This is an optimization exercise on Yosys and OpenROAD, whose aim is small area, not a production implementation. No functional check of the RTL was part of any run shown here. No activity file was given, so power comes from the tool's default toggle rates.

===== flow/flow/abc_area.script =====
strash
dc2
&get -n
&deepsyn -T 20
&put
strash
dch -f
map -a
mfs2
strash
dch -f
map -a
topo

===== flow/flow/run.sh =====
#!/bin/bash
# Own layout flow: the standard ORFS flow with three changes.
#  - Synthesis runs without the full/half-adder extraction step (ADDER_MAP_FILE
#    empty) and maps with a stronger area-oriented ABC script (abc_area.script
#    here, used through a copy of the ORFS scripts folder).
#  - Ports are buffered with the smallest buffer, sky130_fd_sc_hd__buf_1.
# Everything else (floorplan, power grid, tap cells, placement, CTS, routing)
# is the standard flow. Each step's log stays in orfs/logs; make's output is in
# make_synth.log and make_finish.log.
set -euo pipefail
HERE=$(pwd)
rm -rf "$HERE/scripts_local"
cp -r "$FLOW_HOME/scripts" "$HERE/scripts_local"
cp "$HERE/flow/abc_area.script" "$HERE/scripts_local/abc_area.script"
export ADDER_MAP_FILE=
export ABC_AREA=1
export BUFFER_PORTS_ARGS="-buffer_cell sky130_fd_sc_hd__buf_1"
bash standard.sh SCRIPTS_DIR="$HERE/scripts_local" synth > "$HERE/make_synth.log" 2>&1
bash standard.sh finish > "$HERE/make_finish.log" 2>&1

===== flow/standard.sh =====
#!/bin/bash
# synth_recipe.tcl (not shown) runs the flow's synth.tcl, then flattens the netlist and writes it again
# the make line also repeats each setting of config.mk as NAME=value (left out here)
make -C /OpenROAD-flow-scripts/flow DESIGN_CONFIG=/design/flow/config.mk WORK_HOME=/design/flow/orfs CLKGATE_MAP_FILE= SYNTH_SCRIPT=/design/flow/synth_recipe.tcl "${@:-finish}"

===== flow/constraint.sdc =====
create_clock -name core_clock -period 10.0 [get_ports {clk100MHZ}]
set_input_delay 2.0000 -clock core_clock [delete_from_list [all_inputs] [get_ports {clk100MHZ}]]
set_output_delay 2.0000 -clock core_clock [all_outputs]
set_load 0.01 [all_outputs]

===== flow/config.mk =====
export PLATFORM = sky130hd
export DESIGN_NAME = main
export DESIGN_NICKNAME = main
export VERILOG_FILES = /design/flow/design.v
export SDC_FILE = /design/flow/constraint.sdc
export NUM_CORES = 4
export LEC_CHECK = 0
export CAP_MARGIN = 20
export CORE_MARGIN = 2
export CORE_UTILIZATION = 40
export SLEW_MARGIN = 20

===== flow/design.v =====
`timescale 1ns / 1ps
module main(
    input           power,
    input           clk100MHZ,
    input           rst,
    input           insert,
    input [1:0]     coin_val,
    input [1:0]     drink_op,
    input           cancel_flag,
    output          hold_ind,
    output          drink_1_ind,
    output          drink_2_ind,
    output          drinktk_ind,
    output          charge_ind,
    output          power_ind,
    output reg [7:0] AN,
    output reg [7:0] SEG,
    output reg      clk_1HZ
);
    localparam s0 = 3'd0, s1 = 3'd1, s2 = 3'd2, s3 = 3'd3, s4 = 3'd4, s5 = 3'd5;
    reg [3:0] u;
    reg [2:0] num;
    reg [2:0] p;
    reg [2:0] state;
    reg       half;          
    reg [3:0] ones;          
    reg [1:0] tens;          
    reg       prev_hold;
    reg [1:0] prev_tens;
    wire u_wrap  = (u == 4'd9);
    wire tick    = (u == 4'd4) && (p == 3'd0);
    wire fsm_en  = tick && (num[1:0] == 2'd2);
    wire clk_tog = tick && !num[0];
    always @(posedge clk100MHZ) begin
        if (rst) begin
            u <= 4'd5;
            num <= 3'd0;
            p <= 3'd0;
            clk_1HZ <= 1'b0;
        end else begin
            u <= u_wrap ? 4'd0 : u + 4'd1;
            if (u_wrap) begin
                num <= num + 3'd1;
                p <= (p == 3'd4) ? 3'd0 : p + 3'd1;
            end
            if (clk_tog)
                clk_1HZ <= ~clk_1HZ;
        end
    end
    wire zero = (tens == 2'd0) && (ones == 4'd0) && !half;
    wire ge5  = (tens != 2'd0) || (ones >= 4'd3) || (ones == 4'd2 && half);
    wire ge10 = (tens != 2'd0) || (ones >= 4'd5);
    wire gt40 = (tens == 2'd3) || (tens == 2'd2 && (ones != 4'd0 || half));
    wire le38 = (tens == 2'd0) || (tens == 2'd1 && !(ones == 4'd9 && half));
    wire le20 = (tens == 2'd0) || (tens == 2'd1 && ones == 4'd0 && !half);
    assign hold_ind    = state != s0;
    assign drinktk_ind = state == s4;
    assign charge_ind  = state == s5;
    assign drink_1_ind = ge5;
    assign drink_2_ind = ge10;
    assign power_ind   = power;
    function [5:0] sub_bcd(input [1:0] t, input [3:0] o, input [1:0] ks);
        begin
            sub_bcd = 6'bxxxxxx;
            case ({ks, t, o})
                {2'd0, 2'd0, 4'd0}: sub_bcd = {2'd3, 4'd0};
                {2'd0, 2'd0, 4'd1}: sub_bcd = {2'd3, 4'd1};
                {2'd0, 2'd0, 4'd2}: sub_bcd = {2'd0, 4'd0};
                {2'd0, 2'd0, 4'd3}: sub_bcd = {2'd0, 4'd1};
                {2'd0, 2'd0, 4'd4}: sub_bcd = {2'd0, 4'd2};
                {2'd0, 2'd0, 4'd5}: sub_bcd = {2'd0, 4'd3};
                {2'd0, 2'd0, 4'd6}: sub_bcd = {2'd0, 4'd4};
                {2'd0, 2'd0, 4'd7}: sub_bcd = {2'd0, 4'd5};
                {2'd0, 2'd0, 4'd8}: sub_bcd = {2'd0, 4'd6};
                {2'd0, 2'd0, 4'd9}: sub_bcd = {2'd0, 4'd7};
                {2'd0, 2'd1, 4'd0}: sub_bcd = {2'd0, 4'd8};
                {2'd0, 2'd1, 4'd1}: sub_bcd = {2'd0, 4'd9};
                {2'd0, 2'd1, 4'd2}: sub_bcd = {2'd1, 4'd0};
                {2'd0, 2'd1, 4'd3}: sub_bcd = {2'd1, 4'd1};
                {2'd0, 2'd1, 4'd4}: sub_bcd = {2'd1, 4'd2};
                {2'd0, 2'd1, 4'd5}: sub_bcd = {2'd1, 4'd3};
                {2'd0, 2'd1, 4'd6}: sub_bcd = {2'd1, 4'd4};
                {2'd0, 2'd1, 4'd7}: sub_bcd = {2'd1, 4'd5};
                {2'd0, 2'd1, 4'd8}: sub_bcd = {2'd1, 4'd6};
                {2'd0, 2'd1, 4'd9}: sub_bcd = {2'd1, 4'd7};
                {2'd0, 2'd2, 4'd0}: sub_bcd = {2'd1, 4'd8};
                {2'd0, 2'd2, 4'd1}: sub_bcd = {2'd1, 4'd9};
                {2'd0, 2'd2, 4'd2}: sub_bcd = {2'd2, 4'd0};
                {2'd0, 2'd2, 4'd3}: sub_bcd = {2'd2, 4'd1};
                {2'd0, 2'd2, 4'd4}: sub_bcd = {2'd2, 4'd2};
                {2'd0, 2'd2, 4'd5}: sub_bcd = {2'd2, 4'd3};
                {2'd0, 2'd2, 4'd6}: sub_bcd = {2'd2, 4'd4};
                {2'd0, 2'd2, 4'd7}: sub_bcd = {2'd2, 4'd5};
                {2'd0, 2'd2, 4'd8}: sub_bcd = {2'd2, 4'd6};
                {2'd0, 2'd2, 4'd9}: sub_bcd = {2'd2, 4'd7};
                {2'd0, 2'd3, 4'd0}: sub_bcd = {2'd2, 4'd8};
                {2'd0, 2'd3, 4'd1}: sub_bcd = {2'd2, 4'd9};
                {2'd1, 2'd0, 4'd0}: sub_bcd = {2'd2, 4'd9};
                {2'd1, 2'd0, 4'd1}: sub_bcd = {2'd3, 4'd0};
                {2'd1, 2'd0, 4'd2}: sub_bcd = {2'd3, 4'd1};
                {2'd1, 2'd0, 4'd3}: sub_bcd = {2'd0, 4'd0};
                {2'd1, 2'd0, 4'd4}: sub_bcd = {2'd0, 4'd1};
                {2'd1, 2'd0, 4'd5}: sub_bcd = {2'd0, 4'd2};
                {2'd1, 2'd0, 4'd6}: sub_bcd = {2'd0, 4'd3};
                {2'd1, 2'd0, 4'd7}: sub_bcd = {2'd0, 4'd4};
                {2'd1, 2'd0, 4'd8}: sub_bcd = {2'd0, 4'd5};
                {2'd1, 2'd0, 4'd9}: sub_bcd = {2'd0, 4'd6};
                {2'd1, 2'd1, 4'd0}: sub_bcd = {2'd0, 4'd7};
                {2'd1, 2'd1, 4'd1}: sub_bcd = {2'd0, 4'd8};
                {2'd1, 2'd1, 4'd2}: sub_bcd = {2'd0, 4'd9};
                {2'd1, 2'd1, 4'd3}: sub_bcd = {2'd1, 4'd0};
                {2'd1, 2'd1, 4'd4}: sub_bcd = {2'd1, 4'd1};
                {2'd1, 2'd1, 4'd5}: sub_bcd = {2'd1, 4'd2};
                {2'd1, 2'd1, 4'd6}: sub_bcd = {2'd1, 4'd3};
                {2'd1, 2'd1, 4'd7}: sub_bcd = {2'd1, 4'd4};
                {2'd1, 2'd1, 4'd8}: sub_bcd = {2'd1, 4'd5};
                {2'd1, 2'd1, 4'd9}: sub_bcd = {2'd1, 4'd6};
                {2'd1, 2'd2, 4'd0}: sub_bcd = {2'd1, 4'd7};
                {2'd1, 2'd2, 4'd1}: sub_bcd = {2'd1, 4'd8};
                {2'd1, 2'd2, 4'd2}: sub_bcd = {2'd1, 4'd9};
                {2'd1, 2'd2, 4'd3}: sub_bcd = {2'd2, 4'd0};
                {2'd1, 2'd2, 4'd4}: sub_bcd = {2'd2, 4'd1};
                {2'd1, 2'd2, 4'd5}: sub_bcd = {2'd2, 4'd2};
                {2'd1, 2'd2, 4'd6}: sub_bcd = {2'd2, 4'd3};
                {2'd1, 2'd2, 4'd7}: sub_bcd = {2'd2, 4'd4};
                {2'd1, 2'd2, 4'd8}: sub_bcd = {2'd2, 4'd5};
                {2'd1, 2'd2, 4'd9}: sub_bcd = {2'd2, 4'd6};
                {2'd1, 2'd3, 4'd0}: sub_bcd = {2'd2, 4'd7};
                {2'd1, 2'd3, 4'd1}: sub_bcd = {2'd2, 4'd8};
                {2'd2, 2'd0, 4'd0}: sub_bcd = {2'd2, 4'd7};
                {2'd2, 2'd0, 4'd1}: sub_bcd = {2'd2, 4'd8};
                {2'd2, 2'd0, 4'd2}: sub_bcd = {2'd2, 4'd9};
                {2'd2, 2'd0, 4'd3}: sub_bcd = {2'd3, 4'd0};
                {2'd2, 2'd0, 4'd4}: sub_bcd = {2'd3, 4'd1};
                {2'd2, 2'd0, 4'd5}: sub_bcd = {2'd0, 4'd0};
                {2'd2, 2'd0, 4'd6}: sub_bcd = {2'd0, 4'd1};
                {2'd2, 2'd0, 4'd7}: sub_bcd = {2'd0, 4'd2};
                {2'd2, 2'd0, 4'd8}: sub_bcd = {2'd0, 4'd3};
                {2'd2, 2'd0, 4'd9}: sub_bcd = {2'd0, 4'd4};
                {2'd2, 2'd1, 4'd0}: sub_bcd = {2'd0, 4'd5};
                {2'd2, 2'd1, 4'd1}: sub_bcd = {2'd0, 4'd6};
                {2'd2, 2'd1, 4'd2}: sub_bcd = {2'd0, 4'd7};
                {2'd2, 2'd1, 4'd3}: sub_bcd = {2'd0, 4'd8};
                {2'd2, 2'd1, 4'd4}: sub_bcd = {2'd0, 4'd9};
                {2'd2, 2'd1, 4'd5}: sub_bcd = {2'd1, 4'd0};
                {2'd2, 2'd1, 4'd6}: sub_bcd = {2'd1, 4'd1};
                {2'd2, 2'd1, 4'd7}: sub_bcd = {2'd1, 4'd2};
                {2'd2, 2'd1, 4'd8}: sub_bcd = {2'd1, 4'd3};
                {2'd2, 2'd1, 4'd9}: sub_bcd = {2'd1, 4'd4};
                {2'd2, 2'd2, 4'd0}: sub_bcd = {2'd1, 4'd5};
                {2'd2, 2'd2, 4'd1}: sub_bcd = {2'd1, 4'd6};
                {2'd2, 2'd2, 4'd2}: sub_bcd = {2'd1, 4'd7};
                {2'd2, 2'd2, 4'd3}: sub_bcd = {2'd1, 4'd8};
                {2'd2, 2'd2, 4'd4}: sub_bcd = {2'd1, 4'd9};
                {2'd2, 2'd2, 4'd5}: sub_bcd = {2'd2, 4'd0};
                {2'd2, 2'd2, 4'd6}: sub_bcd = {2'd2, 4'd1};
                {2'd2, 2'd2, 4'd7}: sub_bcd = {2'd2, 4'd2};
                {2'd2, 2'd2, 4'd8}: sub_bcd = {2'd2, 4'd3};
                {2'd2, 2'd2, 4'd9}: sub_bcd = {2'd2, 4'd4};
                {2'd2, 2'd3, 4'd0}: sub_bcd = {2'd2, 4'd5};
                {2'd2, 2'd3, 4'd1}: sub_bcd = {2'd2, 4'd6};
                default: ;
            endcase
        end
    endfunction
    reg       half_n;
    reg [3:0] ones_n;
    reg [1:0] tens_n;
    reg [2:0] state_n;
    always @(*) begin
        half_n = half;
        ones_n = ones;
        tens_n = tens;
        if (!power) begin
            half_n = 1'b0; ones_n = 4'd0; tens_n = 2'd0;
        end else if (insert) begin
            if (coin_val == 2'b01 && le38) begin
                if (ones == 4'd9) begin ones_n = 4'd0; tens_n = tens + 2'd1; end
                else ones_n = ones + 4'd1;
            end else if (coin_val == 2'b10 && le20)
                tens_n = tens + 2'd1;
        end else begin
            if ((state == s2 && drink_op == 2'd1) || (state == s3 && drink_op == 2'd1)) begin
                half_n = !half;
                {tens_n, ones_n} = sub_bcd(tens, ones, half ? 2'd0 : 2'd1);
            end else if (state == s3 && drink_op == 2'd2)
                {tens_n, ones_n} = sub_bcd(tens, ones, 2'd2);
            else if (state == s5) begin
                half_n = 1'b0; ones_n = 4'd0; tens_n = 2'd0;
            end
        end
        state_n = state;
        if (power) begin
            case (state)
                s0: if (!zero) begin
                        if (!ge5) state_n = s1;
                        else if (!gt40) state_n = s3;
                        else state_n = s0;
                    end
                s1: if (cancel_flag) state_n = zero ? s0 : s5;
                    else if (ge5) begin
                        if (!ge10) state_n = s2;
                        else if (!gt40) state_n = s3;
                    end
                s2: if (cancel_flag) state_n = s5;
                    else if (drink_op == 2'd1) state_n = s4;
                    else if (ge10) state_n = s3;
                s3: if (cancel_flag) state_n = s5;
                    else if (drink_op == 2'd1 || drink_op == 2'd2) state_n = s4;
                s4: state_n = !ge5 ? s1 : !ge10 ? s2 : s3;
                default: state_n = s0;
            endcase
        end else
            state_n = (state == s0 || state == s5) ? s0 : s5;
    end
    always @(posedge clk100MHZ) begin
        if (rst) begin
            state <= s0;
            half <= 1'b0;
            ones <= 4'd0;
            tens <= 2'd0;
        end else if (fsm_en) begin
            state <= state_n;
            half <= half_n;
            ones <= ones_n;
            tens <= tens_n;
        end
    end
    always @(posedge clk100MHZ) begin
        prev_hold <= rst | hold_ind;
        prev_tens <= tens;
    end
    always @(*) begin
        case (num)
            3'd0: AN = 8'b11111110;
            3'd1: AN = 8'b11111101;
            3'd2: AN = 8'b11111011;
            3'd3: AN = 8'b11110111;
            3'd4: AN = 8'b11101111;
            3'd5: AN = 8'b11011111;
            3'd6: AN = 8'b10111111;
            default: AN = 8'b01111111;
        endcase
    end
    localparam [69:0] SEG7 = {7'b000_1100, 7'b000_0000, 7'b000_1111, 7'b010_0000, 7'b010_0100,
                              7'b100_1100, 7'b000_0110, 7'b001_0010, 7'b100_1111, 7'b000_0001};
    function [6:0] seg7(input [3:0] d);
        seg7 = SEG7[d * 7 +: 7];
    endfunction
    always @(*) begin
        SEG = 8'b1111_1111;
        if (power) begin
            if (prev_hold) begin
                case (num)
                    3'd0: SEG = {seg7({1'b0, half, 1'b0, half}), 1'b1};
                    3'd1: SEG = {seg7(ones), 1'b0};
                    3'd2: SEG = {seg7({2'b00, prev_tens}), 1'b1};
                    default: ;
                endcase
            end else begin
                case (num)
                    3'd3: SEG = 8'b000_0001_1;   
                    3'd4: SEG = 8'b111_0001_1;   
                    3'd5: SEG = 8'b111_0001_1;   
                    3'd6: SEG = 8'b011_0000_1;   
                    3'd7: SEG = 8'b100_1000_1;   
                    default: ;
                endcase
            end
        end
    end
endmodule

==> key figures, run 1 <==
Hold path
  – Hold Path Class: flip-flop to flip-flop
  – Hold Path Stages: 1
  – Worst hold path endpoint: u[0]$_SDFF_PP1_
  – Worst hold path startpoint: u[0]$_SDFF_PP1_

Floorplan
  – Starting Density: between 40% and 50%
  – Die ar.: 4710 um2
  – Site Rows: 23
  – Die W: 68.6 um
  – Core Box Area: 4000 um2
  – Ports: 32
  – Die outline height: just under 70 um

Clocking
  – Clk Tree Root Cell: clkbuf_8
  – Clk latency of the worst-skew pair: 270 ps
  – TritonCTS clock tree: done
  – Clk slew on worst S/H paths: 90 ps
  – Cts hold-fix bufs: 0
  – H-tree levels: 1
  – Post-CTS Setup Bufs: 0
  – Total CTS buffers: 3
  – # resized after CTS: 0
  – Max Buffers Root-to-Sink: 2
  – Clk sinks: 24

Timing
  – Final max-slew violation count: 0
  – Clk_skew: 2.83 ps
  – Period utilisation layout: 53.1%
  – Tightest Pin Transition: 580 ps
  – Final setup vio count: 0
  – Fin crit period: 5310 ps
  – Worst hold slack: roughly 430 ps
  – Setup_tns: 0 ps
  – Fmax: 188 MHz
  – RSZ-0062 raised after global routing: false
  – Final Hold Fails: 0
  – Rel. slew slack: 60.8%
  – Final WS setup: about 4700 ps

Global routing
  – Overflow after GRT: 0
  – Total track usage: between 20 and 25%
  – Vias in the first global route: 1639
  – Largest net degree at the start of global routing: 15
  – Global-route wire length before repair: 7.80 mm
  – Initial antenna violation count: 0

Finish
  – Area Growth Syn to Fin: 14.5%
  – Fillers: 463
  – Fraction of layout cells with a size suffix above 1: 3.21%
  – Nets: approximately 320
  – Utilization after layout: 47.8%
  – Diodes inserted: 0

Critical path
  – Crit Path Max Fanout: 7
  – Startpoint Class: primary input
  – CP max stage cell: buf_1
  – Worst Reg-to-Reg Cells: 12
  – CP endpoint kind: output pin
  – CP max stage delay: 300 ps
  – R2r setup slk: roughly 7500 ps
  – Reg2reg end: ones[3]$_SDFFE_PP0P_
  – Crit path kind: primary input to output pin
  – Worst R2R Start: state[1]$_SDFFE_PP0P_
  – Crit-path most repeated cell: nand2_1
  – Worst Path Required: 8000 ps
  – CP Cell Sequence: buf_1, and3_2, clkinv_1, a21oi_1, clkinv_1, o21ai_0, nand2_1, nand2_1, nand2_1, buf_1
  – CP delay by family, top: buffers and inverters
  – Critical Path AT: 3310 ps
  – CP bufs+invs: 4

Detailed routing
  – Routed WL per cell: between 10 and 15 um
  – Total number of vias: 1931
  – Initial DRT Pass Iterations: 4
  – Routed Antenna Nets: 0
  – DRT Wirelength: 4.85 mm
  – DRT iter0 DRCs: about 220
  – Post-route DRC violation count: 0
  – Vias per Instance: 5.33

Place
  – Routability-driven placement congestion ratio: 0.964
  – Pre-CTS WS: 4720 ps
  – PortBufs: 31
  – DPL Wire Length: between 3 and 4 mm

Power and ir drop
  – Comb pwr share: 10.5%
  – Psw: a little over 0.05 mW
  – Leakage Power: 0.674 nW
  – Switching share of power: 24.5%
  – VDD IR max: 0.0773 mV
  – Part of the power in registers: a little under half
  – Clock power frac: a little over two fifths
  – Int Power: 0.160 mW
  – Pwr dens: 111 nW/um2

Synthesis
  – Yosys cell types: 30
  – Syn Nets: 287
  – Synth Register Bits: 24
  – Number of synthesis warnings: 1
  – Synthesized instance count: 278
  – Cell area after synthesis: 1670 um2
  – Avg Cell Area, Syn: 6.01 um2
  – Register area share after synthesis: 28.8%

Flow run
  – Maxcap violations: 0

Run status
  – Status: finished clean
==> layer usage <==
metal	GRT usage [%]	vias to the layer above	share of wire [%]	routed length (um)
met5	0	-	0	0
met4	5.25	0	0.93	45
met3	2.44	4	7.4	359
met2	35.0	62	44	2150
met1	31.4	848	47	2290
li1	-	1017	-	-
==> how the worst max path moves through the flow <==
stage | startpoint | endpoint | slack [ps] | depth (start not counted)
4_1_cts | power | SEG[4] | 4710 | 10
3_5_place_dp | power | SEG[4] | 4720 | 10
3_3_place_gp | power | SEG[4] | 4750 | 10
2_1_floorplan | power | SEG[4] | 5190 | 8
6_report | power | SEG[4] | 4690 | 10
5_1_grt | power | SEG[4] | 4500 | 10
==> cell families (layout without fill, tap and decap cells) <==
group / Yosys count / count (layout) / share of synthesized area (%)
flops: 24 / 24 / 28.8
xor+xnor: 2 / 2 / 1.05
simple gates: 119 / 119 / 29.7
buf+inv: 54 / 88 / 12.4
compound gates: 79 / 79 / 28.1
==> cells in the final DEF, fill, tap and decap left out, types with 2 or more instances in the layout <==
| cell type | count |
|---|---|
| buf_1 | 31 |
| o21ai_0 | 28 |
| clkbuf_8 | 3 |
| o211ai_1 | 3 |
| a21oi_1 | 25 |
| nor3_1 | 12 |
| dfxtp_1 | 24 |
| nor4_1 | 2 |
| and3_2 | 2 |
| xor2_1 | 2 |
| nand2_1 | 41 |
| a211oi_1 | 5 |
| nor2_1 | 49 |
| clkinv_1 | 53 |
| nand3_1 | 10 |
| a31oi_1 | 6 |
==> metrics by stage <==
stage / cells / power [mW] / area (um2)
after global placement: 358 / 0.125 / 1840
final: 362 / 0.211 / 1910
after detailed placement: 358 / 0.125 / 1840
after global routing: 362 / 0.219 / 1910
after floorplan: 278 / 0.117 / 1670
after CTS: 362 / 0.213 / 1910
==> sequential cells by signal (all words and copies together), names as in the netlist <==
signal and count:
ones 4, u 4, num 3, p 3
state 3, prev_tens 2, tens 2, clk_1HZ 1
half 1, prev_hold 1
==> cell usage after synthesis (all sizes together) <==
cell type,count,area (um2)
xor2,2,17.5
dfxtp,24,480
clkinv,53,199
and2,1,7.51
o31ai,1,7.51
and3,2,15.0
o211ai,3,22.5
nor3,12,60.1
a31oi,6,37.5
a22oi,1,7.51
o22ai,1,6.26
o2111ai,1,8.76
a311oi,1,8.76
nand3,10,50.1
o21a,1,7.51
nand4,1,6.26
o31a,1,10.0
a21oi,25,125
o21ai,28,140
nand3b,1,7.51
o2111a,1,11.3
o311ai,1,8.76
nor2,49,184
a32oi,1,8.76
nand2,41,154
nor4,2,12.5
a211oi,5,37.5
o32a,1,11.3
buf,1,7.51
a211o,1,10.0
==> final cells by class <==
type / count / area, um2 / share of cell area [%]
clock buffers: 3 / 41.3 / 2.16
well taps: 50 / 62.6 / 3.27
flip-flops and latches: 24 / 480 / 25.1
clock inverters: 1 / 30.0 / 1.57
multi-input cells: 200 / 983 / 51.4
inverters: 53 / 199 / 10.4
repair buffers: 31 / 116 / 6.08
==> worst register-to-register path: cells and delay by family, from the launching register on <==
kind | cells | cell delay [ps]
flip-flops | 1 | 390
AND/OR/NAND/NOR | 3 | 660
AO/OA/AOI/OAI | 5 | 780
buffers and inverters | 4 | 640
==> power by group through the flow <==
stage	Sequential, mW	Clock (mW)	Combinational (mW)
finish	0.100	0.0890	0.0222
global route	0.101	0.0930	0.0256
CTS	0.100	0.0904	0.0223
detailed placement	0.102	0	0.0222
global placement	0.102	0	0.0222
floorplan	0.102	0	0.0149
==> run 2, diff against run 1 <==
--- a/flow/flow/run.sh
+++ b/flow/flow/run.sh
@@ -17,2 +17,3 @@
 export BUFFER_PORTS_ARGS="-buffer_cell sky130_fd_sc_hd__buf_1"
+export CTS_ARGS="-root_buf sky130_fd_sc_hd__clkbuf_8 -buf_list sky130_fd_sc_hd__clkbuf_8 -sink_clustering_enable -sink_clustering_size 30 -sink_clustering_max_diameter 200 -dont_use_dummy_load -repair_clock_nets"
 bash standard.sh SCRIPTS_DIR="$HERE/scripts_local" synth > "$HERE/make_synth.log" 2>&1
==> run 2 against run 1 <==
Worst setup slack gained 23 ps. Utilization shrank 0.75 points. Critical path depth is the same. Via count is essentially flat. Largest cell class unchanged. Highest routed layer unchanged. Sequential power is essentially flat. Count of clock-buffer cells in the layout is the same.
==> key figures, run 2 <==
Run status
  – Status: finished clean

Timing
  – Rel. slew slack: 61.1%
  – Fin crit period: 5290 ps
  – Fmax: between 150 and 200 MHz
  – Final Hold Fails: 0
  – Period utilisation layout: between 50% and 60%
  – RSZ-0062 raised after global routing: false
  – Clk_skew: approximately 8.8 ps
  – Final setup vio count: 0
  – Final max-slew violation count: 0
  – Tightest Pin Transition: between 500 and 600 ps
  – Setup_tns: 0 ps
  – Final WS setup: ~4700 ps

Detailed routing
  – Routed WL per cell: roughly 13 um
  – Post-route DRC violation count: 0
  – DRT Wirelength: 4.83 mm
  – Initial DRT Pass Iterations: 4
  – Routed Antenna Nets: 0
  – DRT iter0 DRCs: 172
  – Vias per Instance: 5.35
  – Total number of vias: approximately 1900

Power and ir drop
  – Leakage Power: approximately 0.66 nW
  – Pwr dens: ~97 nW/um2
  – VDD IR max: 0.0591 mV
  – Tot Pwr: 0.183 mW

Clocking
  – Max Buffers Root-to-Sink: 2
  – Total CTS buffers: 3
  – TritonCTS clock tree: done
  – Cts hold-fix bufs: 0
  – Clk sinks: 24
  – H-tree levels: 1
  – Clk slew on worst S/H paths: 90 ps
  – Post-CTS Setup Bufs: 0
  – Clk latency of the worst-skew pair: ~270 ps
  – Clk Tree Root Cell: clkbuf_8
  – # resized after CTS: 0

Floorplan
  – Die outline height: about 69 um
  – Core Box Area: ~4000 um2
  – Die W: between 60 and 70 um
  – Starting Density: 41.8%
  – Site Rows: 23
  – Ports: 32
  – Die ar.: 4710 um2

Global routing
  – Initial antenna violation count: 0
  – Largest net degree at the start of global routing: 15
  – Overflow after GRT: 0
  – Global-route wire length before repair: 7.82 mm
  – Met3 Usage GRT: 2.44%
  – Most used routing layer: met2
  – Routing usage on met1: about a third
  – Total track usage: between 20% and 30%
  – Global routing usage on met2: 34.9%
  – Vias in the first global route: roughly 1600

Finish
  – Commonest cells after routing, fill and taps aside: clkinv_1 (53), nor2_1 (49), nand2_1 (41)
  – Final Cell Area: approximately 1900 um2
  – Fraction of layout cells with a size suffix above 1: 2.89%
  – Fillers: between 400 and 500
  – Nets: ~320
  – Diodes inserted: 0
  – Area Growth Syn to Fin: 12.7%
  – Top flop regs: ones (4), u (4)
  – FF/Latch Area: 480 um2
  – Multi-input gate area in the final layout: roughly 980 um2
  – Commonest non-fill, non-tap cell in the layout: clkinv_1

Synthesis
  – Synth Register Bits: 24
  – Synth top area share: 28.8%
  – Synth top cells by count: clkinv_1 (53), nor2_1 (49), nand2_1 (41)
  – Number of enable flip-flop cells after synthesis: 0
  – Async SR Flop Fraction: 0%
  – Number of synthesis warnings: 1
  – Yosys cell types: 30
  – Cell area after synthesis: 1670 um2
  – Synthesized instance count: 278
  – Most common cell in the netlist: clkinv_1
  – Register area share after synthesis: 28.8%
  – Post-synth top flop: dfxtp_1
  – Area leader, netlist: dfxtp_1
  – Syn Nets: 287
  – Avg Cell Area, Syn: 6.01 um2
  – Leading post-synthesis cells by cell area: dfxtp_1 (29%), clkinv_1 (12%), nor2_1 (11%)

Place
  – DP Area: 1840 um2
  – Routability-driven placement congestion ratio: 0.964
  – PortBufs: 31
  – Pre-CTS WS: 4720 ps
  – DPL Wire Length: between 3 and 4 mm

Critical path
  – Worst Path Required: 8000 ps
  – CP endpoint kind: output pin
  – Crit path kind: primary input to output pin
  – Critical Path AT: 3290 ps
  – Crit Path Max Fanout: 7
  – Startpoint Class: primary input

Flow run
  – Maxcap violations: 0

Hold path
  – Hold Path Class: flip-flop to flip-flop
[run 2: cell counts after synthesis]
Identical to the previous run, type by type.
[run 2: where the power goes]
part | total, mW | switching [mW] | internal, mW | leakage, nW
Clock | 0.0609 | 0.0338 | 0.0270 | 0.0216
Sequential | 0.100 | 0.00201 | 0.0982 | 0.195
Combinational | 0.0222 | 0.0143 | 0.00785 | 0.443
Total | 0.183 | 0.0502 | 0.133 | 0.660
[run 2: kinds of logic after synthesis]
kind of cell           after synthesis  synth area share (%)
buffers and inverters               54                  12.4
AO/OA/AOI/OAI                       79                  28.1
flip-flops                          24                  28.8
AND/OR/NAND/NOR                    119                  29.7
XOR/XNOR                             2                  1.05
[run 2: per-stage QoR]
stage                     instances  utilization, %  hold slack (ps)
final                           361            47.1              420
after global routing            361            47.1              429
after CTS                       361            47.1              414
after detailed placement        358            46.0              402
after global placement          358            46.0              407
after floorplan                 278               -              369
[run 2: path summary, 6_finish.rpt]
check	to	cells past startpoint	start	slack, ps
min reg2reg	prev_tens[1]$_DFF_P_	0	tens[1]$_SDFFE_PP0P_	420
max reg2reg	ones[3]$_SDFFE_PP0P_	12	state[1]$_SDFFE_PP0P_	7440
max	SEG[4]	10	power	4710
min	prev_tens[1]$_DFF_P_	0	tens[1]$_SDFFE_PP0P_	420
[run 2: final cells by class]
cell class / count / share of cell area [%]
multi-input cells: 200 / 52.2
well taps: 50 / 3.32
inverters: 53 / 10.6
clock buffers: 3 / 2.19
repair buffers: 31 / 6.18
flip-flops and latches: 24 / 25.5
[run 2: layer usage]
| metal | wire length (um) | vias up |
|---|---|---|
| li1 | - | 1011 |
| met1 | 2280 | 851 |
| met2 | 2160 | 66 |
| met3 | 347 | 4 |
| met4 | 40 | 0 |
| met5 | 0 | - |
[run 2: critical path, stage by stage]
cell	delay, ps
buf_1	280
and3_2	290
clkinv_1	80
a21oi_1	140
clkinv_1	90
o21ai_0	90
nand2_1	90
nand2_1	60
nand2_1	40
buf_1	120

## static timing again, ports no longer ideal
Ports are ideal in the flow. The routed layouts listed here were re-timed in OpenROAD. Step 1, drivers: a clkbuf_16 drives clk100MHZ and a buf_2 each remaining input, both assumed. Step 2 adds t to the input delays and takes it off the output delays; t is the mean of the earliest and latest rising clock arrival at the registers after step 1. Input paths then give back, and output paths get back, about the clock's delay inside the block. Slacks: ideal ports / drivers / drivers and shift; pairs: ideal ports / drivers.
| run | shift t [ns] | setup slack, ns | pins driven straight from the clock port |
|---|---|---|---|
| run 1 | 0.300 | 4.685 / 4.662 / 4.662 | 1 |
| run 2 | 0.296 | 4.708 / 4.685 / 4.685 | 1 |
After both steps setup and hold are still met in every run listed.
